What follows belongs to an exercise in optimizing a design on an open flow for small area, a short achievable clock period and few clock cycles per item; a production flow would make more cautious choices. Function was checked by simulation only, so behaviour that the tests miss may differ from the original.

===== run.sh =====
#!/bin/bash
# synth_recipe.tcl (not shown) runs the flow's synth.tcl, then flattens the netlist and writes it again
# the make line also repeats each setting of config.mk as NAME=value (left out here)
make -C /OpenROAD-flow-scripts/flow DESIGN_CONFIG=/design/flow/config.mk WORK_HOME=/design/flow/orfs CLKGATE_MAP_FILE= SYNTH_SCRIPT=/design/flow/synth_recipe.tcl finish

===== constraint.sdc =====
create_clock -name core_clock -period 6.5 [get_ports {clk}]
set_input_delay 1.3000 -clock core_clock [delete_from_list [all_inputs] [get_ports {clk}]]
set_output_delay 1.3000 -clock core_clock [all_outputs]
set_load 0.01 [all_outputs]

===== config.mk =====
export PLATFORM = sky130hd
export DESIGN_NAME = MyDesign
export DESIGN_NICKNAME = MyDesign
export VERILOG_FILES = /design/flow/design.v
export SDC_FILE = /design/flow/constraint.sdc
export NUM_CORES = 4
export LEC_CHECK = 0
export CAP_MARGIN = 20
export CORE_MARGIN = 2
export CORE_UTILIZATION = 65
export CTS_BUF_LIST = sky130_fd_sc_hd__clkbuf_16
export CTS_CLUSTER_DIAMETER = 80
export CTS_CLUSTER_SIZE = 32
export SETUP_SLACK_MARGIN = 4.05
export SLEW_MARGIN = 20

===== design.v =====
module MyDesign
(
	input  wire        go,
	output reg         busy,
	input  wire        reset,
	input  wire        clk,
	output reg  [15:0] write_data,
	output wire [11:0] write_address,
	output reg         write_enable,
	output wire [11:0] read_input_address,
	input  wire [15:0] read_input_data,
	output wire [11:0] read_weight_address,
	input  wire [15:0] read_weight_data
);
	localparam S_IDLE = 2'd0, S_RUN = 2'd1, S_FLUSH = 2'd2, S_TAIL = 2'd3;
	reg [1:0]  st;
	reg        bub;         
	reg [4:0]  pd;          
	reg [3:0]  gd;          
	reg        f0;          
	reg        wfl;         
	reg [4:0]  K;           
	reg [4:0]  Kn;          
	reg        endn;        
	reg [9:0]  XB;          
	reg [9:0]  IA;
	reg [11:0] WA;
	reg [6:0]  dW;          
	reg [5:0]  ckh;         
	reg [6:0]  cL;          
	reg [6:0]  cS;          
	reg [11:0] OC;
	assign read_input_address  = {2'b00, IA};
	assign read_weight_address = WA;
	assign write_address       = OC;
	wire       sg    = K[0];                  
	wire [3:0] h     = K[4:1];                
	wire [3:0] hn    = Kn[4:1];
	wire [4:0] KP    = K + {4'd0, sg};        
	wire [4:0] Pm1   = {KP[3:0] - 4'd1, 1'b1};
	reg        lastp;       
	reg        lastg;       
	wire       lastl = lastp & lastg;
	wire       dummy = sg & (pd[4:1] == 4'd0);
	wire       run   = (st == S_RUN);
	wire       bub_n = run & ~bub & lastl & ~endn;
	wire       rel   = bub | lastp;           
	wire [4:0] pd_n  = rel ? Pm1 : pd - 5'd1;
	wire       l0_n  = ~rel & (pd == 5'd1);   
	wire       l1_n  = ~rel & (pd == 5'd2);
	wire       lg_n  = bub ? (K == 5'd1) : (lastp ? (gd == 4'd1) : lastg);
	wire [1:0] pq_n  = 2'd0 - pd_n[1:0];         
	reg [6:0] dW_n;
	always @(*) begin
		if (bub_n)
			dW_n = -{3'd0, hn};
		else if (l0_n & lg_n)
			dW_n = cL;
		else if (sg) begin
			case (pq_n)
				2'd1:    dW_n = bub ? {2'd0, K} + {3'd0, h} : {1'b0, ckh};
				2'd3:    dW_n = l1_n ? {2'd0, K} : -{3'd0, h};
				default: dW_n = -{3'd0, h};
			endcase
		end else begin
			if (pq_n != 2'd0) dW_n = {3'd0, h};
			else if (l0_n)    dW_n = 7'd1;
			else              dW_n = 7'd1 - {1'b0, ckh};
		end
	end
	reg  t_f, t_z;
	always @(*) begin
		t_f = 1'b0; t_z = 1'b1;
		if (run && !bub) begin
			t_f = f0;
			t_z = dummy;
		end else if (st == S_FLUSH)
			t_f = 1'b1;
	end
	always @(posedge clk or negedge reset) begin
		if (!reset) begin
			st <= S_IDLE; busy <= 1'b0; bub <= 1'b0;
		end else begin
			case (st)
				S_IDLE: if (go) begin
					busy <= 1'b1;
					st   <= S_RUN;
					bub  <= 1'b1;
				end
				S_RUN: begin
					bub <= bub_n;
					if (~bub & lastl & endn) st <= S_FLUSH;
				end
				S_FLUSH: st <= S_TAIL;
				default: if (pd == 5'd5) begin
					st   <= S_IDLE;
					busy <= 1'b0;
				end
			endcase
		end
	end
	wire [3:0] hp = read_input_data[6:3];
	always @(posedge clk) begin
		ckh <= K + {1'b0, h};
		cS  <= {{1'b0, K} + {1'b0, Kn}, 1'b1};
		cL  <= sg ? {3'd0, hn} - {3'd0, h} + 7'd1 : {3'd0, hn} + 7'd2;
	end
	always @(posedge clk) begin
		WA    <= WA + {{5{dW[6]}}, dW};
		dW    <= dW_n;
		pd    <= pd_n;
		lastp <= l0_n;
		lastg <= lg_n;
		f0    <= rel;
		IA    <= 10'd0;
		case (st)
			S_IDLE: begin
				K   <= read_input_data[6:2];
				XB  <= 10'd1;
				IA  <= go ? {4'b0, read_input_data[6:2], 1'b1} : 10'd0;
				WA  <= 12'd1 + {8'b0, hp};
				dW  <= -{3'd0, hp};
				wfl <= 1'b0;
				lastp <= 1'b0;
			end
			S_RUN: begin
				if (bub)        gd <= K[3:0] - 4'd1;
				else if (lastp) gd <= gd - 4'd1;
				if (lastp) wfl <= 1'b1;
				if (~rel)       IA <= IA + 10'd1;
				else if (~bub & lastl) begin
					K   <= Kn;
					XB  <= XB + {4'b0, K, 1'b1};
					IA  <= XB + {3'b0, cS};
				end else
					IA <= XB;
			end
			S_FLUSH: pd <= 5'd0;
			default: pd <= pd + 5'd1;
		endcase
	end
	reg        fA, wA, zA, capA, mA;
	reg [1:0]  pA;
	always @(posedge clk or negedge reset) begin
		if (!reset) begin
			fA <= 1'b0; wA <= 1'b0;
		end else begin
			fA <= t_f;
			wA <= t_f & (wfl | (st == S_FLUSH));    
		end
	end
	always @(posedge clk) begin
		zA <= t_z; capA <= bub; mA <= sg; pA <= ~pd[1:0];
		if (capA) begin
			Kn   <= read_input_data[6:2];
			endn <= &read_input_data[7:0];
		end
	end
	reg [15:0] X0, X1, X2, X3;
	reg [3:0]  xf, xw;
	reg [2:0]  xm;
	reg [1:0]  xp0, xp1, xp2;
	always @(posedge clk or negedge reset) begin
		if (!reset) begin
			xf <= 4'b0; xw <= 4'b0;
		end else begin
			xf <= {xf[2:0], fA};
			xw <= {xw[2:0], wA};
		end
	end
	always @(posedge clk) begin
		X0 <= zA ? 16'd0 : read_input_data;
		X1 <= X0; X2 <= X1; X3 <= X2;
		xm <= {xm[1:0], mA};
		xp0 <= pA; xp1 <= xp0; xp2 <= xp1;
	end
	reg [15:0]  S1;
	reg [15:4]  S2;
	reg [15:8]  S3;
	always @(posedge clk) begin
		S1 <= read_weight_data;
		S2 <= S1[15:4];
		S3 <= S2[15:8];
	end
	wire [3:0] c0 = read_weight_data[3:0];
	wire [3:0] c1 = S1[7:4];
	wire [3:0] c2 = S2[11:8];
	wire [3:0] c3 = S3[15:12];
	wire [15:0] acc0, acc1, acc2, acc3;
	wire [15:0] cy0, cy1, cy2, cy3;
	nn_row #(.ODD(0)) r0 (.clk(clk), .x(X0), .f(xf[0]), .m(mA), .pi(pA),
		.c0(c0), .c1(c1), .c2(c2), .c3(c3), .acc(acc0), .cy(cy0));
	nn_row #(.ODD(1)) r1 (.clk(clk), .x(X1), .f(xf[1]), .m(xm[0]), .pi(xp0),
		.c0(c0), .c1(c1), .c2(c2), .c3(c3), .acc(acc1), .cy(cy1));
	nn_row #(.ODD(0)) r2 (.clk(clk), .x(X2), .f(xf[2]), .m(xm[1]), .pi(xp1),
		.c0(c0), .c1(c1), .c2(c2), .c3(c3), .acc(acc2), .cy(cy2));
	nn_row #(.ODD(1)) r3 (.clk(clk), .x(X3), .f(xf[3]), .m(xm[2]), .pi(xp2),
		.c0(c0), .c1(c1), .c2(c2), .c3(c3), .acc(acc3), .cy(cy3));
	wire [3:0]  we = xw;
	wire [15:0] wacc = ({16{we[0]}} & acc0) | ({16{we[1]}} & acc1)
	                 | ({16{we[2]}} & acc2) | ({16{we[3]}} & acc3);
	wire [15:0] wcy  = ({16{we[0]}} & cy0) | ({16{we[1]}} & cy1)
	                 | ({16{we[2]}} & cy2) | ({16{we[3]}} & cy3);
	always @(posedge clk or negedge reset) begin
		if (!reset) write_enable <= 1'b0;
		else        write_enable <= |we;
	end
	always @(posedge clk) begin
		write_data <= wacc + wcy;
		OC <= (st == S_IDLE) ? 12'd0 : OC + {11'd0, write_enable};
	end
endmodule
module nn_row #(parameter ODD = 0)
(
	input  wire        clk,
	input  wire [15:0] x,
	input  wire        f,
	input  wire        m,
	input  wire [1:0]  pi,
	input  wire [3:0]  c0, c1, c2, c3,
	output reg  [15:0] acc,
	output wire [15:0] cy
);
	wire [1:0] j = {pi[1] ^ (m & (ODD != 0)), pi[0]};
	reg  [3:0] wsel;
	always @(*) begin
		case (j)
			2'd0: wsel = c0;
			2'd1: wsel = c1;
			2'd2: wsel = c2;
			default: wsel = c3;
		endcase
	end
	reg  [2:0] dl, dh;
	always @(posedge clk) begin
		dl <= {wsel[1], wsel[1] & ~wsel[0], wsel[0]};
		dh <= {wsel[3], wsel[3] & ~wsel[2], wsel[2]};
	end
	reg [7:1] k;                
	assign cy = {1'b0, k[7], 1'b0, k[6], 1'b0, k[5], 1'b0, k[4],
	             1'b0, k[3], 1'b0, k[2], 1'b0, k[1], 2'b00};
	wire [9:0] xl = {{2{x[7]}}, x[7:0]};
	wire [9:0] xh = {{2{x[15]}}, x[15:8]};
	wire [9:0] tl = ({10{dl[0]}} & xl) | ({10{dl[1]}} & {xl[8:0], 1'b0});
	wire [9:0] th = ({10{dh[0]}} & xh) | ({10{dh[1]}} & {xh[8:0], 1'b0});
	wire [9:0] vl = tl ^ {10{dl[2]}};
	wire [9:0] vh = th ^ {10{dh[2]}};
	wire [9:0] ul = {~vl[9], vl[8:0]};
	wire [9:0] uh = {~vh[9], vh[8:0]};
	wire [15:0] a  = f ? 16'd0 : acc;
	wire [7:1]  kk = f ? 7'd0 : k;
	wire [15:0] s, cc;
	assign s[9:0]  = a[9:0] ^ ul ^ uh;
	assign cc[0]   = dl[2];
	assign cc[10:1] = (a[9:0] & ul) | (a[9:0] & uh) | (ul & uh);
	assign s[10]   = ~(a[10] ^ cc[10]);
	assign s[15:11] = ~a[15:11];
	wire   cc11    = a[10] | cc[10];
	wire [15:0] cc2 = {a[14:11], cc11, 1'b0, cc[9:0]};
	wire [8:0]  ci = {1'b0, kk, dh[2]};
	wire [15:0] sum;
	wire [7:0]  co;
	genvar i;
	generate for (i = 0; i < 8; i = i + 1) begin : seg
		wire [2:0] t = {1'b0, s[2*i+1:2*i]} + {1'b0, cc2[2*i+1:2*i]} + {2'b0, ci[i]};
		assign sum[2*i+1:2*i] = t[1:0];
		assign co[i] = t[2];
	end endgenerate
	always @(posedge clk) begin
		acc <= sum;
		k   <= co[6:0];
	end
endmodule

==> summary.txt, run 1 <==
Yosys
  • Mapped Cells: 1599
  • Async set-reset flop share out of synthesis: 0.0439
  • Most frequent cell after synthesis: dfxtp_1
  • Mapped Avg Cell Area: 10.6 um2
  • Largest cells by area after synthesis: dfxtp_1, fa_1, ha_1
  • Ys Warns: 3
  • Leading cell types by count after synthesis: dfxtp_1, inv_1, a22oi_1
  • Yosys top cell by area: dfxtp_1
  • Share of the synthesized area in the top cell type: 0.354
  • Post-synthesis cell type count: 77
  • #FFs+latches synth: 342
  • Most used flip-flop cell after synthesis: dfxtp_1
  • Post-synth EDFFs: 26
  • Synth Cell Area: 17000 um2
  • Sequential area share after synthesis: 0.422

Final layout
  • Area grow syn2layout: 13.6%
  • Final net count: 1907
  • ANT cells: 0
  • Final std cells w/o fill: 2033
  • Layout cells sized above 1: 0.148

Timing
  • Setup ws final: 4.02 ns
  • Final setup TNS: 0 ns
  • Setup-failing EPs final: 0
  • Worst Skew: 0.0230 ns
  • Hold Fails Final Rpt: 0
  • Fin crit share: 0.381
  • Unrepaired setup endpoints after global routing: yes
  • Fin. max-slew vios: 0
  • Highest achievable clock rate: 0.403 GHz
  • Headroom to the max-slew limit: 0.466
  • Worst-margin pin slew: 0.799 ns
  • Minimum clock period: 2.48 ns

Critical path
  • Worst Path Required: 6.95 ns
  • Worst r2r path cells: 10
  • Reg-to-Reg End: write_data[14]
  • Critical path capture point type: flop
  • Worst path arrival time: 2.93 ns
  • Critical path type: reg2reg
  • Startpoint Class: flop
  • R2R Setup Slk: 4.02 ns
  • FF-to-FF Start: xw[3]
  • Crit-path max FO: 8

Placement
  • Placer congestion estimate: 0.896
  • Placed Instances: 1958
  • PortBufs: 86
  • Hpwl dp: 28.1 mm
  • Pre-CTS setup slack: 3.64 ns

Clock tree
  • Max Root-Sink Buffers: 3
  • Clk root buf: clkbuf_16
  • CTS tree: yes
  • Hold_buf cts: 0
  • CTS clk-pin slew, worst paths: 0.11 ns
  • Total CTS buffers: 16
  • H-tree levels: 1
  • Clock latency at the later pin of the worst-skew pair: 0.52 ns
  • CTS sink cnt: 342

Drt
  • Routed WL: 38.9 mm
  • Vias: 11700
  • Avg WL per Cell: 19.2 um
  • # DRC: 0
  • DRT iter0 DRCs: 834
  • Routed Antenna Nets: 0
  • Via density: 5.74
  • Pre-Repair DR Iteration Count: 5

GRT
  • First-pass GRT wire length: 60.6 mm
  • Initial antenna violation count: 0
  • Vias in the first global route: 11600
  • Total grt overflow: 0
  • Pin count of the biggest net entering global routing: 52
  • Total GRT Usage: 0.272

Floorplanning
  • Core ar.: 25800 um2
  • Starting Density: 0.658
  • DIE HEIGHT: 166 um
  • Core Rows: 59
  • Top Ports: 89
  • Area of the die: 27500 um2
  • Die width: 166 um

Worst hold path
  • Hold path startpoint: S1[11]
  • Hold Path Depth: 0
  • Worst min path class: reg2reg
  • Worst hold endpoint: S2[11]

Flow run
  • Max Cap Viol: 0

Outcome
  • Status: finished clean
[final cells by class]
class | count | area, um2
clock buffers | 17 | 425
clock inverters | 8 | 96.3
fillers | 1791 | 6530
inverters | 150 | 567
multi-input cells | 1041 | 9260
flip-flops and latches | 342 | 7290
well taps | 335 | 419
repair buffers | 140 | 1250
[logic make-up after synthesis]
| kind of cell | count (synthesis) | synth area share |
|---|---|---|
| AOI/OAI and AO/OA | 289 | 0.118 |
| other | 1 | 0.000221 |
| adders and majority gates | 181 | 0.178 |
| buffers and inverters | 217 | 0.0519 |
| muxes | 32 | 0.0312 |
| xor gates and xnor gates | 153 | 0.0788 |
| DFF | 342 | 0.422 |
| and+or+nand+nor | 384 | 0.119 |
[placed cells by master, fill, tap and decap left out, drive strengths merged, types with 55 or more instances in the layout]
| cell type | netlist | routed |
|---|---|---|
| fa | 102 | 102 |
| nand2 | 91 | 91 |
| nor2b | 68 | 68 |
| xor2 | 73 | 73 |
| buf | 15 | 55 |
| nor2 | 63 | 63 |
| inv | 150 | 153 |
| xnor2 | 80 | 80 |
| nand2b | 61 | 61 |
| dfxtp | 301 | 301 |
| ha | 79 | 79 |
| a22oi | 107 | 107 |
[stage by stage]
stage	cell area [um2]	util	hold slack, ns
finish	19300	0.747	0.339
global placement	18000	0.697	0.311
global route	19300	0.747	0.346
CTS	18900	0.732	0.339
detailed placement	18000	0.697	0.312
floorplan	17100	-	0.310
[metal layers]
| metal | track usage | vias to the layer above | wire [um] |
|---|---|---|---|
| met2 | 0.489 | 289 | 20200 |
| met4 | 0.0779 | 0 | 1030 |
| met3 | 0.0282 | 77 | 1540 |
| met1 | 0.350 | 5758 | 16200 |
| li1 | - | 5551 | - |
| met5 | 0 | - | 0 |
[how the worst max path moves through the flow]
stage | start | endpoint | slack, ns | depth (start not counted)
after floorplan | xw[0] | write_data[14] | 4.03 | 12
after global placement | read_input_data[3] | dW[2] | 3.68 | 6
after detailed placement | read_input_data[5] | dW[3] | 3.64 | 4
after CTS | OC[2] | write_address[2] | 3.99 | 1
after global routing | xw[3] | write_data[14] | 3.93 | 10
final | xw[3] | write_data[14] | 4.02 | 10
[repair_timing]
item,in CTS,in global routing
resized for setup,173,86
pin swaps,7,14
gates cloned,0,1
setup buffers,28,21
endpoints found under the setup margin,108,68
[critical path, cell delays in order, from the launching register on]
cell	delay, ns
dfrtp_4	0.57
buf_6	0.15
a22oi_2	0.23
nand2_2	0.10
ha_4	0.18
a21oi_4	0.18
a211oi_4	0.07
or3_4	0.36
o2111a_1	0.17
a221oi_2	0.25
xnor2_1	0.14
Testbench counts, summed over its fixed seeds: cycles 11,427, macs 85,808.
==> inputs of run 2 (changes only) <==
--- a/config.mk
+++ b/config.mk
@@ -11,5 +11,5 @@
 export CTS_BUF_LIST = sky130_fd_sc_hd__clkbuf_16
 export CTS_CLUSTER_DIAMETER = 80
 export CTS_CLUSTER_SIZE = 32
-export SETUP_SLACK_MARGIN = 4.05
+export SETUP_SLACK_MARGIN = 3.95
 export SLEW_MARGIN = 20
==> run 2 against run 1 <==
Non-clock buffer count decreased by 18. Register-to-register slack about the same. Synthesized cell count unchanged. Worst hold slack about the same. Largest cell class unchanged. Sequential cell count unchanged. Final cell count decreased by 0.79%.
==> summary.txt, run 2 <==
Outcome
  • Status: finished clean

Yosys
  • Most used flip-flop cell after synthesis: dfxtp_1
  • Mapped Cells: 1599
  • Post-synth EDFFs: 26
  • Most frequent cell after synthesis: dfxtp_1
  • Leading cell types by count after synthesis: dfxtp_1, inv_1, a22oi_1
  • Mapped Avg Cell Area: 10.6 um2
  • Largest cells by area after synthesis: dfxtp_1, fa_1, ha_1
  • Yosys top cell by area: dfxtp_1
  • Share of the synthesized area in the top cell type: 0.354
  • Synth Cell Area: 17000 um2
  • Post-synthesis cell type count: 77
  • Async set-reset flop share out of synthesis: 0.0439
  • Ys Warns: 3
  • #FFs+latches synth: 342
  • Sequential area share after synthesis: 0.422

Timing
  • Worst Skew: 0.0231 ns
  • Final setup TNS: 0 ns
  • Hold slack: 0.340 ns
  • Fin crit share: 0.388
  • Headroom to the max-slew limit: 0.460
  • Fin. max-slew vios: 0
  • Highest achievable clock rate: 0.397 GHz
  • Hold Fails Final Rpt: 0
  • Unrepaired setup endpoints after global routing: yes
  • Minimum clock period: 2.52 ns
  • Setup-failing EPs final: 0
  • Worst-margin pin slew: 0.808 ns

Critical path
  • Startpoint Class: flop
  • Worst Path Required: 5.20 ns
  • Critical path capture point type: primary output
  • Worst path arrival time: 1.22 ns
  • Crit-path max FO: 4
  • FF-to-FF Start: xw[2]
  • Worst r2r path cells: 10
  • CP top delay family: flip-flops
  • Critical path type: reg2out
  • Slowest CP cell: dfxtp_2
  • Reg-to-Reg End: write_data[14]
  • CP Cell Sequence: dlygate4sd2_1
  • Largest stage delay on the critical path: 0.41 ns
  • R2R Setup Slk: 4.01 ns
  • Buf+Inv Stages, Crit Path: 1

Floorplanning
  • DIE HEIGHT: 166 um
  • Top Ports: 89
  • Core ar.: 25800 um2
  • Die width: 166 um
  • Area of the die: 27500 um2
  • Starting Density: 0.658
  • Core Rows: 59

Worst hold path
  • Hold Path Depth: 0
  • Worst min path class: reg2reg
  • Hold path startpoint: S1[13]
  • Worst hold endpoint: S2[13]

Final layout
  • Footprint of the multi-input gates: 9150 um2
  • Layout cells sized above 1: 0.109
  • Commonest non-fill, non-tap cell in the layout: dfxtp_1
  • FILL cells: 1887
  • Most frequent cells in the layout: dfxtp_1, inv_1, fa_1
  • ANT cells: 0
  • Area grow syn2layout: 12.0%
  • Storage cell area: 7250 um2
  • Final net count: 1889

GRT
  • Total grt overflow: 0
  • Initial antenna violation count: 0
  • GR Util met1: 0.360
  • Routing usage on met2: 0.487
  • GR Layer Usage met3: 0.0287
  • Vias in the first global route: 11600
  • Gr busiest metal: met2
  • Total GRT Usage: 0.277
  • Pin count of the biggest net entering global routing: 52
  • First-pass GRT wire length: 61.0 mm

Clock tree
  • CTS tree: yes
  • CTS sink cnt: 342
  • Clk root buf: clkbuf_16
  • Clock latency at the later pin of the worst-skew pair: 0.52 ns
  • Max Root-Sink Buffers: 3
  • Total CTS buffers: 16
  • Hold_buf cts: 0
  • CTS clk-pin slew, worst paths: 0.12 ns
  • H-tree levels: 1

Drt
  • Via density: 5.72
  • Routed Antenna Nets: 0
  • Pre-Repair DR Iteration Count: 5
  • Avg WL per Cell: 18.9 um
  • Vias: 11500
  • DRT iter0 DRCs: 765
  • # DRC: 0
  • Routed WL: 38.1 mm

Placement
  • Placer congestion estimate: 0.924
  • PortBufs: 86
  • Hpwl dp: 28.1 mm

Flow run
  • Max Cap Viol: 0
==> run 2: final cells by class <==
| cell class | count | area share |
|---|---|---|
| clock inverter | 8 | 0.00460 |
| inverter | 150 | 0.0300 |
| clock buffer | 19 | 0.0250 |
| multi-input combinational | 1041 | 0.480 |
| tap | 335 | 0.0220 |
| timing repair buffer | 122 | 0.0577 |
| sequential | 342 | 0.381 |
==> run 2: how the worst max path moves through the flow <==
| stage | startpoint | to | slack, ns | depth (start not counted) |
|---|---|---|---|---|
| floorplan | xw[0] | write_data[14] | 3.96 | 12 |
| CTS | lastp | XB[8] | 3.91 | 4 |
| global route | xw[2] | write_data[14] | 3.89 | 10 |
| detailed placement | K[0] | XB[6] | 3.42 | 8 |
| finish | IA[0] | read_input_address[0] | 3.98 | 1 |
| global placement | K[0] | XB[6] | 3.46 | 8 |
==> run 2: logic make-up (layout without fill, tap and decap cells) <==
kind of cell    after synthesis  count (layout)  synth area share
other cells                   1               2          0.000221
flops                       342             342             0.422
xor+xnor                    153             153            0.0788
mux                          32              32            0.0312
fa+ha+maj                   181             181             0.178
buf+inv                     217             299            0.0519
simple gates                384             384             0.119
compound gates              289             289             0.118
==> run 2: repair_timing <==
item                       in CTS  in global routing
buffers inserted               15                 19
pin swaps                       2                 11
setup endpoints to repair      96                 45
resized for setup              94                 52
==> run 2: routing by layer <==
layer / vias to the layer above / part of all wire
li1: 5521 / -
met1: 5646 / 0.42
met2: 291 / 0.51
met4: 0 / 0.034
met5: - / 0
met3: 73 / 0.044
==> run 2: metrics by stage <==
step / utilization / std cells / area (um2) / setup WS [ns]
floorplan: - / 1600 / 17000 / 3.96
global placement: 0.696 / 1956 / 18000 / 3.46
detailed placement: 0.696 / 1956 / 18000 / 3.42
CTS: 0.724 / 1998 / 18700 / 3.91
global route: 0.737 / 2017 / 19000 / 3.89
finish: 0.737 / 2017 / 19000 / 3.98
==> inputs of run 3 (changes only) <==
--- a/config.mk
+++ b/config.mk
@@ -11,5 +11,5 @@
 export CTS_BUF_LIST = sky130_fd_sc_hd__clkbuf_16
 export CTS_CLUSTER_DIAMETER = 80
 export CTS_CLUSTER_SIZE = 32
-export SETUP_SLACK_MARGIN = 3.95
+export SETUP_SLACK_MARGIN = 4.0
 export SLEW_MARGIN = 20
==> run 3 against run 2 <==
Clock-buffer cell count fell by 2. Non-clock buffer count rose by 4. Final cell count rose by 0.15%. Largest cell class unchanged. Synthesized cell count did not move. Via count fell by 0.17%. Global-route usage fell by 0.47 points. Utilization rose by 0.36 points. Still clean on timing, DRC and antenna.
==> summary.txt, run 3 <==
Timing
  • Setup-failing EPs final: 0
  • Minimum clock period: 2.46 ns
  • Unrepaired setup endpoints after global routing: yes
  • Final setup TNS: 0 ns
  • Worst Skew: 0.0217 ns
  • Hold Fails Final Rpt: 0
  • Headroom to the max-slew limit: 0.489
  • Worst-margin pin slew: 0.765 ns
  • Highest achievable clock rate: 0.407 GHz
  • Fin. max-slew vios: 0
  • Fin crit share: 0.378

Final layout
  • Final std cells w/o fill: 2020
  • Most frequent cells in the layout: dfxtp_1, inv_1, fa_1
  • Final net count: 1893
  • ANT cells: 0
  • Layout cells sized above 1: 0.122
  • Area grow syn2layout: 12.6%
  • Commonest non-fill, non-tap cell in the layout: dfxtp_1

Floorplanning
  • Core Rows: 59
  • Area of the die: 27500 um2
  • DIE HEIGHT: 166 um
  • Starting Density: 0.658
  • Top Ports: 89
  • Core ar.: 25800 um2
  • Die width: 166 um

Yosys
  • #FFs+latches synth: 342
  • Post-synthesis cell type count: 77
  • Largest cells by area after synthesis: dfxtp_1, fa_1, ha_1
  • Mapped Cells: 1599
  • Yosys top cell by area: dfxtp_1
  • Share of the synthesized area in the top cell type: 0.354
  • Sequential area share after synthesis: 0.422
  • Async set-reset flop share out of synthesis: 0.0439
  • Mapped Avg Cell Area: 10.6 um2
  • Post-synth EDFFs: 26
  • Most used flip-flop cell after synthesis: dfxtp_1
  • Synth Cell Area: 17000 um2
  • Most frequent cell after synthesis: dfxtp_1
  • Ys Warns: 3
  • Leading cell types by count after synthesis: dfxtp_1, inv_1, a22oi_1

Placement
  • Placer congestion estimate: 0.916
  • PortBufs: 86
  • Hpwl dp: 27.8 mm
  • Placed Instances: 1958

Drt
  • Routed WL: 37.5 mm
  • Avg WL per Cell: 18.6 um
  • Vias: 11500
  • DRT iter0 DRCs: 813
  • Routed Antenna Nets: 0
  • Pre-Repair DR Iteration Count: 5
  • # DRC: 0
  • Via density: 5.70

Clock tree
  • H-tree levels: 1
  • CTS clk-pin slew, worst paths: 0.11 ns
  • Hold_buf cts: 0
  • Max Root-Sink Buffers: 3
  • Total CTS buffers: 16
  • Clk root buf: clkbuf_16
  • Clock latency at the later pin of the worst-skew pair: 0.52 ns
  • CTS tree: yes
  • CTS sink cnt: 342

Critical path
  • Largest stage delay on the critical path: 0.40 ns
  • Worst path arrival time: 1.16 ns
  • Critical path type: reg2out
  • Buf+Inv Stages, Crit Path: 1
  • Crit-path max FO: 2
  • FF-to-FF Start: xw[2]
  • Startpoint Class: flop
  • CP Cell Sequence: clkdlybuf4s15_2
  • Worst Path Required: 5.20 ns
  • CP top delay family: flip-flops
  • Slowest CP cell: dfxtp_1
  • CP startpoint: WA[3]
  • Critical path capture point type: primary output

GRT
  • Pin count of the biggest net entering global routing: 52
  • Initial antenna violation count: 0
  • First-pass GRT wire length: 60.6 mm
  • Total GRT Usage: 0.272
  • Total grt overflow: 0
  • Vias in the first global route: 11400

Outcome
  • Status: finished clean

Worst hold path
  • Hold path startpoint: S1[13]
  • Worst min path class: reg2reg

Flow run
  • Max Cap Viol: 0
-- run 3: final timing paths --
kind | end | slack, ns | depth (start not counted)
setup / recovery | read_weight_address[3] | 4.04 | 1
hold / removal | S2[13] | 0.34 | 0
setup reg to reg | write_data[14] | 4.07 | 11
hold reg to reg | S2[13] | 0.34 | 0
max in group asynchronous | xw[3] | 4.73 | 1
min in group asynchronous | st[0] | 1.21 | 1
-- run 3: routing by layer --
layer  vias to the layer above  global-route usage  part of all wire
met4                         0              0.0752             0.028
met2                       272               0.478              0.51
met5                         -                   0                 0
li1                       5528                   -                 -
met3                        61              0.0234             0.031
met1                      5650               0.364              0.43
-- run 3: cell type report --
type | count | area [um2]
timing repair buffer | 126 | 1180
clock buffer | 17 | 425
tap | 335 | 419
multi-input combinational | 1041 | 9190
clock inverter | 9 | 93.8
inverter | 150 | 567
sequential | 342 | 7270
fill | 1838 | 6700
-- run 3: cell families after synthesis --
logic type                 share of synthesized area
muxes                                         0.0312
buffers and inverters                         0.0519
AOI/OAI and AO/OA                              0.118
other                                       0.000221
DFF                                            0.422
adders and majority gates                      0.178
and+or+nand+nor                                0.119
xor gates and xnor gates                      0.0788
-- run 3: what timing repair did --
item,in CTS,in global routing
setup endpoints to repair,98,50
resized for setup,130,62
cloned,2,0
pin swaps,13,11
buffers inserted,19,15
-- run 3: metrics by stage --
stage	hold WS, ns	util	setup slack, ns	cell area [um2]
after global routing	0.345	0.741	3.92	19100
after CTS	0.340	0.731	3.99	18900
after global placement	0.312	0.697	3.68	18000
after floorplan	0.310	-	4.00	17000
final	0.338	0.741	4.04	19100
after detailed placement	0.312	0.697	3.64	18000
==> inputs of run 4 (changes only) <==
==> flow/run.sh (new file) <==
#!/bin/bash
export BUFFER_PORTS_ARGS="-buffer_cell sky130_fd_sc_hd__buf_4"
cp standard.sh standard_sh_copy.log
bash standard.sh > standard.log 2>&1
==> standard.sh (new file) <==
#!/bin/bash
# synth_recipe.tcl (not shown) runs the flow's synth.tcl, then flattens the netlist and writes it again
# the make line also repeats each setting of config.mk as NAME=value (left out here)
make -C /OpenROAD-flow-scripts/flow DESIGN_CONFIG=/design/flow/config.mk WORK_HOME=/design/flow/orfs CLKGATE_MAP_FILE= SYNTH_SCRIPT=/design/flow/synth_recipe.tcl "${@:-finish}"
removed: run.sh
==> run 4 against run 3 <==
Clock skew is 0.00094 ns higher. Still clean. Maximum frequency down 1.5%.
==> summary.txt, run 4 <==
Outcome
  • Status: finished clean

GRT
  • Vias in the first global route: 11600
  • Initial antenna violation count: 0
  • Total grt overflow: 0
  • First-pass GRT wire length: 61.0 mm
  • Pin count of the biggest net entering global routing: 51
  • Total GRT Usage: 0.277

Placement
  • Hpwl dp: 28.2 mm
  • Placed Instances: 1957
  • Placer congestion estimate: 0.903
  • PortBufs: 86

Final layout
  • Most frequent cells in the layout: dfxtp_1, inv_1, buf_4
  • Final net count: 1892
  • Area grow syn2layout: 11.1%
  • ANT cells: 0
  • Commonest non-fill, non-tap cell in the layout: dfxtp_1
  • Final std cells w/o fill: 2020
  • Layout cells sized above 1: 0.159

Timing
  • Minimum clock period: 2.50 ns
  • Fin. max-slew vios: 0
  • Worst Skew: 0.0226 ns
  • Setup-failing EPs final: 0
  • Hold Fails Final Rpt: 0
  • Hold slack: 0.338 ns
  • Fin crit share: 0.384
  • Headroom to the max-slew limit: 0.587
  • Highest achievable clock rate: 0.401 GHz
  • Final setup TNS: 0 ns
  • Unrepaired setup endpoints after global routing: yes
  • Worst-margin pin slew: 0.615 ns

Critical path
  • Slowest CP cell: dfrtp_4
  • Largest stage delay on the critical path: 0.58 ns
  • Worst Path Required: 6.91 ns
  • Buf+Inv Stages, Crit Path: 2
  • Critical path type: reg2reg
  • Critical path capture point type: flop
  • Worst path arrival time: 2.91 ns
  • CP Cell Sequence: buf_4, a22oi_2, nand2_2, ha_4, inv_4, a211oi_2, or3_4, o2111a_1, a221oi_2, xnor2_1
  • CP top delay family: compound AO/OA/AOI/OAI gates
  • Crit-path max FO: 7
  • Startpoint Class: flop

Yosys
  • Simple-gate share of the synthesized area: 0.119
  • Leading cell types by count after synthesis: dfxtp_1, inv_1, a22oi_1
  • Share of the synthesized area in the top cell type: 0.354
  • Most frequent cell after synthesis: dfxtp_1
  • Synth Cell Area: 17000 um2
  • Post-synthesis cell type count: 77
  • Compound-gate portion of the synthesized area: 0.118
  • Mapped Avg Cell Area: 10.6 um2
  • Async set-reset flop share out of synthesis: 0.0439
  • Mapped Cells: 1599
  • XOR/XNOR share of the synthesized area: 0.0788
  • Adder-Cell Fraction of Synth Area: 0.178
  • Post-synthesis mux area share: 0.0312
  • #FFs+latches synth: 342
  • Yosys top cell by area: dfxtp_1
  • Largest family of logic cells by synthesized area: adder cells
  • Sequential area share after synthesis: 0.422
  • Post-synth EDFFs: 26
  • Ys Warns: 3
  • Largest cells by area after synthesis: dfxtp_1, fa_1, ha_1
  • Most used flip-flop cell after synthesis: dfxtp_1

Clock tree
  • CTS sink cnt: 342
  • Max Root-Sink Buffers: 3
  • CTS tree: yes
  • Hold_buf cts: 0
  • H-tree levels: 1
  • CTS clk-pin slew, worst paths: 0.11 ns
  • Clk root buf: clkbuf_16
  • Total CTS buffers: 16
  • Clock latency at the later pin of the worst-skew pair: 0.53 ns

Drt
  • Pre-Repair DR Iteration Count: 7
  • # DRC: 0
  • Via density: 5.73
  • Vias: 11600
  • Routed Antenna Nets: 0
  • DRT iter0 DRCs: 987
  • Avg WL per Cell: 19.0 um
  • Routed WL: 38.4 mm

Floorplanning
  • DIE HEIGHT: 166 um
  • Die width: 166 um
  • Top Ports: 89
  • Area of the die: 27500 um2
  • Core ar.: 25800 um2
  • Core Rows: 59
  • Starting Density: 0.658

Flow run
  • Max Cap Viol: 0

Worst hold path
  • Worst min path class: reg2reg
==> run 4: cell counts after synthesis <==
No cell type changed its count.
==> run 4: kinds of logic after synthesis <==
logic type	count (synthesis)
AOI/OAI and AO/OA	289
xor gates and xnor gates	153
adders and majority gates	181
buffers and inverters	217
DFF	342
muxes	32
other	1
and+or+nand+nor	384
==> run 4: what timing repair did <==
action / in CTS / in global routing
endpoints found under the setup margin: 33 / 48
pin swaps: 3 / 19
resized for setup: 40 / 54
setup buffers: 21 / 15
==> run 4: through the flow <==
stage	instance area, um2	util	setup slack, ns
after CTS	18600	0.719	3.94
after global routing	18900	0.731	3.94
final	18900	0.731	4.00
after global placement	17800	0.688	3.44
after floorplan	17000	-	4.00
after detailed placement	17800	0.688	3.43
==> run 4: layer usage <==
| metal | track usage | wire length (um) |
|---|---|---|
| met2 | 0.496 | 19800 |
| met3 | 0.0263 | 1490 |
| met5 | 0 | 0 |
| met4 | 0.0839 | 1330 |
| met1 | 0.356 | 15800 |
==> run 4: layout make-up <==
type | instances | area (um2)
Fill cell | 1868 | 6950
Multi-Input combinational cell | 1041 | 9190
Clock inverter | 10 | 109
Inverter | 150 | 566
Tap cell | 335 | 419
Clock buffer | 17 | 425
Timing Repair Buffer | 125 | 943
Sequential cell | 342 | 7240
==> run 4: path summary, 6_finish.rpt <==
| path | endpoint | start | cells past startpoint | slack, ns |
|---|---|---|---|---|
| setup reg to reg | write_data[14] | xw[2] | 10 | 4.00 |
| hold / removal | S2[13] | S1[13] | 0 | 0.34 |
| min in group asynchronous | st[1] | reset | 1 | 0.61 |
| max in group asynchronous | xw[1] | reset | 1 | 5.66 |
| hold reg to reg | S2[13] | S1[13] | 0 | 0.34 |
| setup / recovery | write_data[14] | xw[2] | 10 | 4.00 |
==> inputs of run 5 (changes only) <==
--- a/config.mk
+++ b/config.mk
@@ -11,5 +11,5 @@
 export CTS_BUF_LIST = sky130_fd_sc_hd__clkbuf_16
 export CTS_CLUSTER_DIAMETER = 80
 export CTS_CLUSTER_SIZE = 32
-export SETUP_SLACK_MARGIN = 4.0
+export SETUP_SLACK_MARGIN = 4.1
 export SLEW_MARGIN = 20
==> run 5 against run 4 <==
Design area is 1.7% higher. Largest cell class unchanged. Utilization is 1.2 points higher. Critical path type unchanged. Register-to-register slack is essentially flat. Sequential share of layout area shrank 0.32 points. First-iteration DRC count down 20%. Die area did not move. Maximum frequency down 0.22%. Synthesized area is the same. Final cell count up 0.40%.
==> summary.txt, run 5 <==
Yosys
  • Ys Warns: 3
  • Mapped Cells: 1599
  • Largest cells by area after synthesis: dfxtp_1, fa_1, ha_1
  • Leading cell types by count after synthesis: dfxtp_1, inv_1, a22oi_1
  • Yosys top cell by area: dfxtp_1
  • Post-synth EDFFs: 26
  • Mapped Avg Cell Area: 10.6 um2
  • Most used flip-flop cell after synthesis: dfxtp_1
  • Most frequent cell after synthesis: dfxtp_1
  • Synth Cell Area: 17000 um2
  • Post-synthesis cell type count: 77
  • Share of the synthesized area in the top cell type: 0.354
  • Async set-reset flop share out of synthesis: 0.0439
  • #FFs+latches synth: 342
  • Sequential area share after synthesis: 0.422

Placement
  • PortBufs: 86
  • Placer congestion estimate: 0.907
  • Hpwl dp: 28.4 mm
  • Placed Area: 17800 um2

Critical path
  • Startpoint Class: flop
  • Worst Path Required: 6.95 ns
  • Critical path capture point type: flop
  • R2R Setup Slk: 4.00 ns
  • Critical path type: reg2reg
  • Reg-to-Reg End: write_data[14]
  • Worst path arrival time: 2.95 ns
  • FF-to-FF Start: xw[2]
  • Crit-path max FO: 7
  • Worst r2r path cells: 10

Final layout
  • Storage cell area: 7300 um2
  • Final net count: 1901
  • Footprint of the multi-input gates: 9330 um2
  • ANT cells: 0
  • Post-route cell area: 19200 um2
  • Most frequent cells in the layout: dfxtp_1, inv_1, buf_4
  • FILL cells: 1827
  • Commonest non-fill, non-tap cell in the layout: dfxtp_1
  • Layout cells sized above 1: 0.185
  • Area grow syn2layout: 13.0%

Worst hold path
  • Worst hold endpoint: S2[15]
  • Hold Path Depth: 0
  • Hold path startpoint: S1[15]
  • Worst min path class: reg2reg

Timing
  • Highest achievable clock rate: 0.400 GHz
  • Unrepaired setup endpoints after global routing: yes
  • Hold Fails Final Rpt: 0
  • Setup-failing EPs final: 0
  • Final setup TNS: 0 ns
  • Minimum clock period: 2.50 ns
  • Worst-margin pin slew: 0.632 ns
  • Hold slack: 0.332 ns
  • Headroom to the max-slew limit: 0.578
  • Worst Skew: 0.0255 ns
  • Fin. max-slew vios: 0
  • Fin crit share: 0.385

GRT
  • Pin count of the biggest net entering global routing: 52
  • Total GRT Usage: 0.275
  • Vias in the first global route: 11600
  • Initial antenna violation count: 0
  • First-pass GRT wire length: 61.0 mm
  • Total grt overflow: 0

Floorplanning
  • Core ar.: 25800 um2
  • DIE HEIGHT: 166 um
  • Starting Density: 0.658
  • Die width: 166 um
  • Top Ports: 89
  • Area of the die: 27500 um2
  • Core Rows: 59

Drt
  • DRT iter0 DRCs: 785
  • Via density: 5.75
  • Vias: 11700
  • Routed Antenna Nets: 0
  • # DRC: 0
  • Pre-Repair DR Iteration Count: 5
  • Routed WL: 39.3 mm
  • Avg WL per Cell: 19.4 um

Outcome
  • Status: finished clean

Clock tree
  • H-tree levels: 1
  • Total CTS buffers: 17
  • Max Root-Sink Buffers: 3
  • CTS tree: yes
  • Hold_buf cts: 0
  • CTS sink cnt: 342
  • Clk root buf: clkbuf_16
  • CTS clk-pin slew, worst paths: 0.12 ns
  • Clock latency at the later pin of the worst-skew pair: 0.52 ns

Flow run
  • Max Cap Viol: 0
run 5: timing repair:
action	CTS	global route
gates resized for setup	67	83
setup endpoints to repair	63	63
setup buffers	17	26
gates cloned	0	1
pin swaps	3	27
run 5: logic make-up after synthesis:
| family | after synthesis | share of synthesized area |
|---|---|---|
| buf+inv | 217 | 0.0519 |
| flops | 342 | 0.422 |
| mux | 32 | 0.0312 |
| simple gates | 384 | 0.119 |
| xor+xnor | 153 | 0.0788 |
| compound gates | 289 | 0.118 |
| fa+ha+maj | 181 | 0.178 |
| other cells | 1 | 0.000221 |
run 5: worst max-delay path by stage:
stage | start | end | slack [ns]
after global placement | xw[2] | write_data[14] | 3.81
after detailed placement | xw[2] | write_data[14] | 3.73
after floorplan | xw[0] | write_data[14] | 4.05
after CTS | xw[2] | write_data[14] | 4.01
after global routing | xw[3] | write_data[14] | 3.93
final | xw[2] | write_data[14] | 4.00
run 5: area by class of cell:
| type | count | share of cell area |
|---|---|---|
| tap | 335 | 0.0218 |
| clock buffer | 17 | 0.0221 |
| multi-input combinational | 1041 | 0.485 |
| timing repair buffer | 133 | 0.0539 |
| clock inverter | 10 | 0.00697 |
| inverter | 150 | 0.0297 |
| sequential | 342 | 0.380 |
run 5: critical path, cell delays in order (launching register included):
cell	delay, ns
dfrtp_4	0.55
buf_6	0.16
a22oi_2	0.16
nand2_2	0.09
ha_4	0.27
a21oi_4	0.13
a211oi_2	0.07
or3_4	0.41
o2111a_1	0.18
a221oi_2	0.26
xnor2_1	0.14
run 5: per-stage QoR:
| step | setup WS (ns) | util | cells |
|---|---|---|---|
| 3_3_place_gp | 3.81 | 0.689 | 1957 |
| 4_1_cts | 4.01 | 0.722 | 2001 |
| 6_report | 4.00 | 0.744 | 2028 |
| 2_1_floorplan | 4.05 | - | 1600 |
| 3_5_place_dp | 3.73 | 0.689 | 1957 |
| 5_1_grt | 3.93 | 0.744 | 2028 |
run 5: layer usage:
metal,vias to the layer above,routed length (um),GRT usage
met3,81,1420,0.0299
met2,290,20600,0.486
met1,5750,15800,0.354
li1,5545,-,-
met5,-,0,0
met4,0,1500,0.0949
==> inputs of run 6 (changes only) <==
--- a/config.mk
+++ b/config.mk
@@ -11,5 +11,5 @@
 export CTS_BUF_LIST = sky130_fd_sc_hd__clkbuf_16
 export CTS_CLUSTER_DIAMETER = 80
 export CTS_CLUSTER_SIZE = 32
-export SETUP_SLACK_MARGIN = 4.1
+export SETUP_SLACK_MARGIN = 4.05
 export SLEW_MARGIN = 20
==> run 6 against run 5 <==
Still clean. Worst setup slack improved by 0.0055 ns. Final cell count decreased by 0.20%. Routed wire length decreased by 4.0%. Die area unchanged. Maximum frequency increased by 0.22%. Register-to-register slack about the same. Via count decreased by 1.4%. Sequential cell count unchanged.
==> summary.txt, run 6 <==
Clock tree
  • Clock latency at the later pin of the worst-skew pair: 0.54 ns
  • H-tree levels: 1
  • CTS clk-pin slew, worst paths: 0.12 ns
  • CTS sink cnt: 342
  • Clk root buf: clkbuf_16
  • Max Root-Sink Buffers: 3
  • Total CTS buffers: 16
  • CTS tree: yes

Floorplanning
  • Die width: 166 um
  • Top Ports: 89
  • Area of the die: 27500 um2
  • Core ar.: 25800 um2
  • DIE HEIGHT: 166 um
  • Core Rows: 59
  • Starting Density: 0.658

Drt
  • Pre-Repair DR Iteration Count: 5
  • Vias: 11500
  • DRT iter0 DRCs: 816
  • Via density: 5.68
  • Routed Antenna Nets: 0
  • Avg WL per Cell: 18.6 um
  • # DRC: 0
  • Routed WL: 37.7 mm

Critical path
  • Worst path arrival time: 2.96 ns
  • Slowest CP cell: dfrtp_4
  • Worst r2r path cells: 10
  • Critical path capture point type: flop
  • CP top delay family: compound AO/OA/AOI/OAI gates
  • Buf+Inv Stages, Crit Path: 0
  • Levels on crit path: 10
  • Crit-path max FO: 7
  • Largest stage delay on the critical path: 0.56 ns
  • CP Cell Sequence: a22oi_2, nand2_1, ha_2, ha_4, a21oi_2, a211oi_2, or3_1, o2111a_1, a221oi_2, xnor2_1
  • R2R Setup Slk: 4.00 ns
  • Worst Path Required: 6.96 ns
  • Startpoint Class: flop
  • Critical path type: reg2reg

Timing
  • Headroom to the max-slew limit: 0.568
  • Unrepaired setup endpoints after global routing: yes
  • Hold slack: 0.338 ns
  • Setup ws final: 4.00 ns
  • Worst-margin pin slew: 0.647 ns
  • Fin crit share: 0.384
  • Hold Fails Final Rpt: 0
  • Setup-failing EPs final: 0
  • Final setup TNS: 0 ns
  • Highest achievable clock rate: 0.401 GHz
  • Fin. max-slew vios: 0
  • Worst Skew: 0.0371 ns
  • Minimum clock period: 2.50 ns

Yosys
  • Ys Warns: 3
  • Largest cells by area after synthesis: dfxtp_1, fa_1, ha_1
  • Mapped Cells: 1599
  • Share of the synthesized area in the top cell type: 0.354
  • Leading cell types by count after synthesis: dfxtp_1, inv_1, a22oi_1
  • Most frequent cell after synthesis: dfxtp_1
  • Sequential area share after synthesis: 0.422
  • Async set-reset flop share out of synthesis: 0.0439
  • Post-synthesis cell type count: 77
  • Post-synth EDFFs: 26
  • Synth Cell Area: 17000 um2
  • Yosys top cell by area: dfxtp_1
  • Mapped Avg Cell Area: 10.6 um2
  • Most used flip-flop cell after synthesis: dfxtp_1
  • #FFs+latches synth: 342

Final layout
  • Layout cells sized above 1: 0.162
  • ANT cells: 0
  • Storage cell area: 7260 um2
  • Commonest non-fill, non-tap cell in the layout: dfxtp_1
  • Most frequent cells in the layout: dfxtp_1, inv_1, buf_4
  • Post-route cell area: 19000 um2
  • Footprint of the multi-input gates: 9190 um2
  • FILL cells: 1891
  • Final net count: 1897
  • Area grow syn2layout: 11.7%

Placement
  • Hpwl dp: 28.2 mm
  • PortBufs: 86
  • Pre-CTS setup slack: 3.75 ns
  • Placer congestion estimate: 0.897
  • Placed Area: 17800 um2

Flow run
  • Max Cap Viol: 0

GRT
  • Initial antenna violation count: 0
  • First-pass GRT wire length: 59.4 mm
  • Pin count of the biggest net entering global routing: 52
  • Vias in the first global route: 11500
  • Total GRT Usage: 0.267
  • Total grt overflow: 0

Outcome
  • Status: finished clean

Worst hold path
  • Worst min path class: reg2reg
  • Hold Path Depth: 0
==> run 6: cell counts after synthesis <==
Identical to the previous run, type by type.
==> run 6: final cells by class <==
type / instances / share of cell area
flip-flops and latches: 342 / 0.382
inverters: 150 / 0.0299
multi-input cells: 1041 / 0.484
repair buffers: 130 / 0.0537
well taps: 335 / 0.0221
clock buffers: 17 / 0.0224
clock inverters: 9 / 0.00554
==> run 6: worst paths after layout <==
path | endpoint | start
setup / recovery | write_data[14] | xw[2]
hold / removal | S3[13] | S2[13]
setup reg to reg | write_data[14] | xw[2]
hold reg to reg | S3[13] | S2[13]
max in group asynchronous | xf[2] | reset
min in group asynchronous | st[1] | reset
==> run 6: logic make-up after synthesis <==
| kind of cell | share of synthesized area |
|---|---|
| compound gates | 0.118 |
| xor+xnor | 0.0788 |
| fa+ha+maj | 0.178 |
| buf+inv | 0.0519 |
| flops | 0.422 |
| mux | 0.0312 |
| other cells | 0.000221 |
| simple gates | 0.119 |
==> run 6: layer usage <==
layer / wire [um] / share of wire / vias up / track usage
met2: 19200 / 0.51 / 257 / 0.469
li1: - / - / 5539 / -
met3: 1390 / 0.037 / 79 / 0.0299
met1: 15600 / 0.41 / 5624 / 0.344
met5: 0 / 0 / - / 0
met4: 1580 / 0.042 / 0 / 0.0975
==> run 6: metrics by stage <==
stage / util / cells
after floorplan: - / 1600
final: 0.735 / 2024
after detailed placement: 0.689 / 1957
after CTS: 0.715 / 1989
after global placement: 0.689 / 1957
after global routing: 0.735 / 2024
==> run 6: timing repair <==
action,4_1_cts,5_1_grt
buffers inserted,6,34
setup endpoints to repair,55,33
pin swaps,0,15
hold buffers,0,0
gates cloned,0,1
gates resized for setup,42,65
==> inputs of run 7 (changes only) <==
==> flow/run.sh (replaced) <==
#!/bin/bash
export BUFFER_PORTS_ARGS="-buffer_cell sky130_fd_sc_hd__buf_1"
cp standard.sh standard_sh_copy.log
bash standard.sh > standard.log 2>&1
--- a/config.mk
+++ b/config.mk
@@ -11,5 +11,5 @@
 export CTS_BUF_LIST = sky130_fd_sc_hd__clkbuf_16
 export CTS_CLUSTER_DIAMETER = 80
 export CTS_CLUSTER_SIZE = 32
-export SETUP_SLACK_MARGIN = 4.05
+export SETUP_SLACK_MARGIN = 4.0
 export SLEW_MARGIN = 20
==> run 7 against run 6 <==
Sequential cell count is the same. Critical endpoint unchanged. Still clean on timing, DRC and antenna. Synthesized area is the same. Routed wire length grew 0.98%. Critical path type unchanged.
==> summary.txt, run 7 <==
Critical path
  • Startpoint Class: flop
  • CP startpoint: xw[0]
  • Buf+Inv Stages, Crit Path: 1
  • Levels on crit path: 10
  • Largest stage delay on the critical path: 0.55 ns
  • R2R Setup Slk: 4.02 ns
  • Worst r2r path cells: 10
  • Reg-to-Reg End: write_data[14]
  • Slowest CP cell: dfrtp_4
  • CP top delay family: compound AO/OA/AOI/OAI gates
  • Critical path capture point type: flop
  • Worst Path Required: 6.91 ns
  • Worst path arrival time: 2.88 ns
  • FF-to-FF Start: xw[0]
  • CP Capture Point: write_data[14]
  • Critical path type: reg2reg
  • Crit-path max FO: 6
  • CP Cell Sequence: buf_6, a22oi_2, nand2_1, ha_4, a21oi_4, a211oi_2, or3_1, o2111a_2, a221oi_2, xnor2_1

Floorplanning
  • DIE HEIGHT: 166 um
  • Starting Density: 0.658
  • Area of the die: 27500 um2
  • Top Ports: 89
  • Die width: 166 um
  • Core Rows: 59
  • Core ar.: 25800 um2

Final layout
  • Final net count: 1887
  • Layout cells sized above 1: 0.102
  • ANT cells: 0
  • Most frequent cells in the layout: dfxtp_1, inv_1, fa_1
  • Commonest non-fill, non-tap cell in the layout: dfxtp_1
  • FILL cells: 1931
  • Core Util, Final: 0.718
  • Post-route cell area: 18500 um2
  • Area grow syn2layout: 9.08%

Drt
  • Routed Antenna Nets: 0
  • # DRC: 0
  • Vias: 11500
  • Avg WL per Cell: 18.9 um
  • Routed WL: 38.1 mm
  • Via density: 5.71
  • Pre-Repair DR Iteration Count: 4
  • DRT iter0 DRCs: 700

Timing
  • Final setup TNS: 0 ns
  • Fin crit share: 0.381
  • Worst-margin pin slew: 0.870 ns
  • Hold Fails Final Rpt: 0
  • Worst Skew: 0.0180 ns
  • Setup-failing EPs final: 0
  • Highest achievable clock rate: 0.404 GHz
  • Minimum clock period: 2.48 ns
  • Unrepaired setup endpoints after global routing: yes
  • Fin. max-slew vios: 0
  • Headroom to the max-slew limit: 0.419

Clock tree
  • Clk root buf: clkbuf_16
  • Total CTS buffers: 16
  • Clock latency at the later pin of the worst-skew pair: 0.52 ns
  • H-tree levels: 1
  • CTS tree: yes
  • CTS clk-pin slew, worst paths: 0.12 ns
  • Max Root-Sink Buffers: 3
  • CTS sink cnt: 342

Yosys
  • Adder-Cell Fraction of Synth Area: 0.178
  • Largest family of logic cells by synthesized area: adder cells
  • Compound-gate portion of the synthesized area: 0.118
  • Post-synthesis mux area share: 0.0312
  • Ys Warns: 3
  • Leading cell types by count after synthesis: dfxtp_1, inv_1, a22oi_1
  • Synth Cell Area: 17000 um2
  • Mapped Avg Cell Area: 10.6 um2
  • Mapped Cells: 1599
  • XOR/XNOR share of the synthesized area: 0.0788
  • Simple-gate share of the synthesized area: 0.119
  • Share of the synthesized area in the top cell type: 0.354
  • Sequential area share after synthesis: 0.422
  • Async set-reset flop share out of synthesis: 0.0439
  • Most used flip-flop cell after synthesis: dfxtp_1
  • #FFs+latches synth: 342
  • Most frequent cell after synthesis: dfxtp_1
  • Largest cells by area after synthesis: dfxtp_1, fa_1, ha_1
  • Post-synth EDFFs: 26
  • Yosys top cell by area: dfxtp_1
  • Post-synthesis cell type count: 77

GRT
  • Gr busiest metal: met2
  • Pin count of the biggest net entering global routing: 51
  • Vias in the first global route: 11500
  • GR Util met1: 0.346
  • Total grt overflow: 0
  • Total GRT Usage: 0.274
  • GR Layer Usage met3: 0.0373
  • Routing usage on met2: 0.489
  • Initial antenna violation count: 0
  • First-pass GRT wire length: 60.4 mm

Placement
  • Hpwl dp: 28.5 mm
  • Placed Area: 17500 um2
  • PortBufs: 86
  • Placer congestion estimate: 0.946

Flow run
  • Max Cap Viol: 0

Outcome
  • Status: finished clean

Worst hold path
  • Worst min path class: reg2reg
-- run 7: cell types whose count changed in the layout (fill, tap and decap cells not counted), sizes merged --
cell and change:
buf -7, inv -4, clkbuf -2, bufinv +1, clkinv +1, clkinvlp +1
-- run 7: repair_timing --
item                                    4_1_cts  5_1_grt
gates cloned                                  0        0
hold buffers                                  0        0
pin swaps                                     0       10
hold endpoints to repair                      0        0
buffers inserted                             17       11
endpoints found under the setup margin       28       29
gates resized for setup                      34       61
-- run 7: how the worst min path moves through the flow --
stage           start      to  cells after the start
2_1_floorplan  S1[10]  S2[10]                      0
3_3_place_gp   S1[13]  S2[13]                      0
3_5_place_dp   S2[14]  S3[14]                      0
4_1_cts        S2[14]  S3[14]                      0
5_1_grt         S1[9]   S2[9]                      0
6_report        xm[1]   xm[2]                      0
-- run 7: logic make-up (layout without fill, tap and decap cells) --
family,after synthesis,count (layout)
XOR/XNOR,153,153
buffers and inverters,217,296
AO/OA/AOI/OAI,289,289
adder cells (fa/ha/maj),181,181
AND/OR/NAND/NOR,384,384
multiplexers,32,32
flip-flops,342,342
other,1,2
-- run 7: area by class of cell --
type	instances	area, um2	share of cell area
multi-input combinational	1041	9150	0.493
sequential	342	7240	0.390
timing repair buffer	120	606	0.0327
inverter	150	571	0.0308
clock buffer	18	450	0.0243
tap	335	419	0.0226
clock inverter	8	111	0.00600
-- run 7: stage by stage --
| step | cells | setup WS (ns) | hold slack (ns) |
|---|---|---|---|
| after floorplan | 1600 | 4.00 | 0.310 |
| after global placement | 1959 | 3.79 | 0.310 |
| after detailed placement | 1959 | 3.67 | 0.312 |
| after CTS | 2002 | 4.00 | 0.338 |
| after global routing | 2014 | 3.90 | 0.343 |
| final | 2014 | 4.02 | 0.337 |
-- run 7: metal layers --
metal / wire length [um] / up-vias / part of all wire
li1: - / 5520 / -
met1: 15600 / 5645 / 0.41
met2: 19700 / 259 / 0.52
met3: 1600 / 69 / 0.042
met4: 1180 / 0 / 0.031
met5: 0 / - / 0
==> inputs of run 8 (changes only) <==
==> flow/run.sh (replaced) <==
#!/bin/bash
export BUFFER_PORTS_ARGS="-buffer_cell sky130_fd_sc_hd__buf_2"
cp standard.sh standard_sh_copy.log
bash standard.sh > standard.log 2>&1
--- a/config.mk
+++ b/config.mk
@@ -7,7 +7,7 @@
 export LEC_CHECK = 0
 export CAP_MARGIN = 20
 export CORE_MARGIN = 2
-export CORE_UTILIZATION = 65
+export CORE_UTILIZATION = 70
 export CTS_BUF_LIST = sky130_fd_sc_hd__clkbuf_16
 export CTS_CLUSTER_DIAMETER = 80
 export CTS_CLUSTER_SIZE = 32
==> run 8 against run 7 <==
Worst setup slack improved by 0.023 ns. Clock skew up 0.015 ns. Highest routed layer unchanged. Sequential cell count stayed put. Utilization rose by 5.9 points. Maximum frequency increased by 0.93%. Clock-buffer cell count is 1 higher.
==> summary.txt, run 8 <==
Outcome
  • Status: finished clean

Final layout
  • Final net count: 1892
  • Area grow syn2layout: 10.1%
  • Most frequent cells in the layout: dfxtp_1, inv_1, fa_1
  • Layout cells sized above 1: 0.157
  • ANT cells: 0
  • Commonest non-fill, non-tap cell in the layout: dfxtp_1
  • FILL cells: 1591
  • Final std cells w/o fill: 2008

Critical path
  • Levels on crit path: 10
  • Startpoint Class: flop
  • Crit-path max FO: 7
  • Worst r2r path cells: 10
  • Reg-to-Reg End: write_data[14]
  • Largest stage delay on the critical path: 0.57 ns
  • Critical path capture point type: flop
  • Most frequent CP cell: ha_4
  • Critical path type: reg2reg
  • CP top delay family: compound AO/OA/AOI/OAI gates
  • FF-to-FF Start: xw[0]
  • Slowest CP cell: dfrtp_4
  • CP Cell Sequence: a22oi_2, nand2_2, ha_4, ha_4, a21oi_4, a211oi_2, or3_4, o2111a_1, a221oi_2, xnor2_1
  • Worst Path Required: 6.95 ns
  • Worst path arrival time: 2.91 ns
  • Buf+Inv Stages, Crit Path: 0
  • R2R Setup Slk: 4.05 ns

Floorplanning
  • Area of the die: 25600 um2
  • Starting Density: 0.705
  • Core ar.: 24100 um2
  • Die width: 160 um
  • Core Rows: 57
  • DIE HEIGHT: 160 um
  • Top Ports: 89

Yosys
  • Mapped Cells: 1599
  • Post-synthesis cell type count: 77
  • Mapped Avg Cell Area: 10.6 um2
  • Synth Cell Area: 17000 um2
  • Largest cells by area after synthesis: dfxtp_1, fa_1, ha_1
  • Share of the synthesized area in the top cell type: 0.354
  • Yosys top cell by area: dfxtp_1
  • Most used flip-flop cell after synthesis: dfxtp_1
  • Post-synth EDFFs: 26
  • Async set-reset flop share out of synthesis: 0.0439
  • #FFs+latches synth: 342
  • Most frequent cell after synthesis: dfxtp_1
  • Ys Warns: 3
  • Leading cell types by count after synthesis: dfxtp_1, inv_1, a22oi_1
  • Sequential area share after synthesis: 0.422

Drt
  • Via density: 5.84
  • Routed Antenna Nets: 0
  • Avg WL per Cell: 19.2 um
  • Pre-Repair DR Iteration Count: 5
  • DRT iter0 DRCs: 919
  • Vias: 11700
  • # DRC: 0
  • Routed WL: 38.6 mm

Clock tree
  • Hold_buf cts: 0
  • Clock latency at the later pin of the worst-skew pair: 0.53 ns
  • Clk root buf: clkbuf_16
  • Max Root-Sink Buffers: 3
  • CTS tree: yes
  • H-tree levels: 1
  • CTS sink cnt: 342
  • CTS clk-pin slew, worst paths: 0.12 ns
  • Total CTS buffers: 16

GRT
  • Total grt overflow: 0
  • Pin count of the biggest net entering global routing: 52
  • Initial antenna violation count: 0
  • Total GRT Usage: 0.302
  • First-pass GRT wire length: 61.4 mm
  • Vias in the first global route: 11900

Timing
  • Highest achievable clock rate: 0.408 GHz
  • Setup-failing EPs final: 0
  • Hold slack: 0.339 ns
  • Unrepaired setup endpoints after global routing: yes
  • Setup ws final: 4.05 ns
  • Final setup TNS: 0 ns
  • Worst Skew: 0.0326 ns
  • Fin. max-slew vios: 0
  • Headroom to the max-slew limit: 0.489
  • Fin crit share: 0.377
  • Worst-margin pin slew: 0.765 ns
  • Minimum clock period: 2.45 ns
  • Hold Fails Final Rpt: 0

Placement
  • Placer congestion estimate: 0.940
  • Hpwl dp: 28.2 mm
  • Pre-CTS setup slack: 3.40 ns
  • Placed Instances: 1945
  • PortBufs: 86

Worst hold path
  • Worst min path class: reg2reg
  • Hold Path Depth: 0
  • Hold path startpoint: S1[9]
  • Worst hold endpoint: S2[9]

Flow run
  • Max Cap Viol: 0
==> run 8: cell counts after synthesis <==
No cell type changed its count.
==> run 8: per-stage QoR <==
stage / util / cell area (um2)
after floorplan: - / 17000
after global placement: 0.728 / 17500
after detailed placement: 0.728 / 17500
after CTS: 0.765 / 18400
after global routing: 0.776 / 18700
final: 0.776 / 18700
==> run 8: logic make-up (layout without fill, tap and decap cells) <==
family | after synthesis | after routing | share of synthesized area
mux | 32 | 32 | 0.0312
flops | 342 | 342 | 0.422
xor+xnor | 153 | 153 | 0.0788
fa+ha+maj | 181 | 181 | 0.178
buf+inv | 217 | 301 | 0.0519
other cells | 1 | 2 | 0.000221
simple gates | 384 | 384 | 0.119
compound gates | 289 | 289 | 0.118
==> run 8: per-layer routing <==
metal / global-route usage / share of wire
met2: 0.541 / 0.52
met5: 0 / 0
met3: 0.0325 / 0.041
met4: 0.122 / 0.043
met1: 0.375 / 0.40
==> run 8: worst max-delay path by stage <==
| stage | slack [ns] | to | from |
|---|---|---|---|
| floorplan | 4.00 | write_data[14] | xw[0] |
| global placement | 3.39 | XB[6] | K[0] |
| detailed placement | 3.40 | XB[6] | K[0] |
| CTS | 3.99 | write_data[14] | xw[0] |
| global route | 3.95 | write_data[10] | xw[0] |
| finish | 4.05 | write_data[14] | xw[0] |
==> run 8: timing repair <==
action / 4_1_cts / 5_1_grt
gates resized for setup: 53 / 40
endpoints found under the hold margin: 0 / 0
pin swaps: 13 / 12
setup endpoints to repair: 50 / 34
buffers inserted: 23 / 14
==> run 8: area by class of cell <==
type                    instances  area [um2]  share of cell area
repair buffers                125         742              0.0396
flip-flops and latches        342        7240               0.387
multi-input cells            1041        9210               0.492
clock buffers                  19         475              0.0254
well taps                     324         405              0.0217
clock inverters                 7        81.3             0.00435
inverters                     150         563              0.0301
==> run 8: worst reg2reg max path, delay by kind of cell, from the launching register on <==
kind | cells | cell delay, ns
simple gates | 2 | 0.46
fa+ha+maj | 2 | 0.36
flops | 1 | 0.57
compound gates | 5 | 0.87
xor+xnor | 1 | 0.14

[static timing again, ports no longer ideal]
Ports are ideal in the flow. The routed layouts listed here were re-timed in OpenROAD. Step 1 sets driving cells, clkbuf_16 on the clock port and buf_2 on the other inputs (assumed; they add their load-dependent delay and slew). Step 2 also shifts input and output timing later by t, the mid clock arrival at the registers, as if the neighbouring blocks saw the same clock. Slacks: ideal / step 1 / step 2; pairs: ideal / step 1.
run	t, ns	setup slack, ns	latest minus earliest clock arrival (ns)	slew at the worst register clock pin (ns)
run 1	0.557	4.021 / 4.021 / 3.624	0.025 / 0.026	0.12 / 0.12
run 2	0.561	3.978 / 3.930 / 3.651	0.024 / 0.023	0.12 / 0.12
run 3	0.561	4.041 / 3.991 / 3.613	0.022 / 0.022	0.12 / 0.12
run 4	0.569	4.004 / 4.004 / 4.004	0.025 / 0.025	0.12 / 0.12
run 5	0.562	3.999 / 3.999 / 3.999	0.026 / 0.026	0.12 / 0.12
run 6	0.569	4.004 / 4.004 / 4.004	0.038 / 0.038	0.12 / 0.12
run 7	0.564	4.024 / 4.013 / 3.922	0.018 / 0.018	0.12 / 0.12
run 8	0.564	4.046 / 4.046 / 4.014	0.035 / 0.035	0.12 / 0.12
After both steps setup and hold are still met in every run listed. For run 3, which loses most, drivers alone change the setup slack by -0.050 ns; drivers and shift together by -0.428 ns.
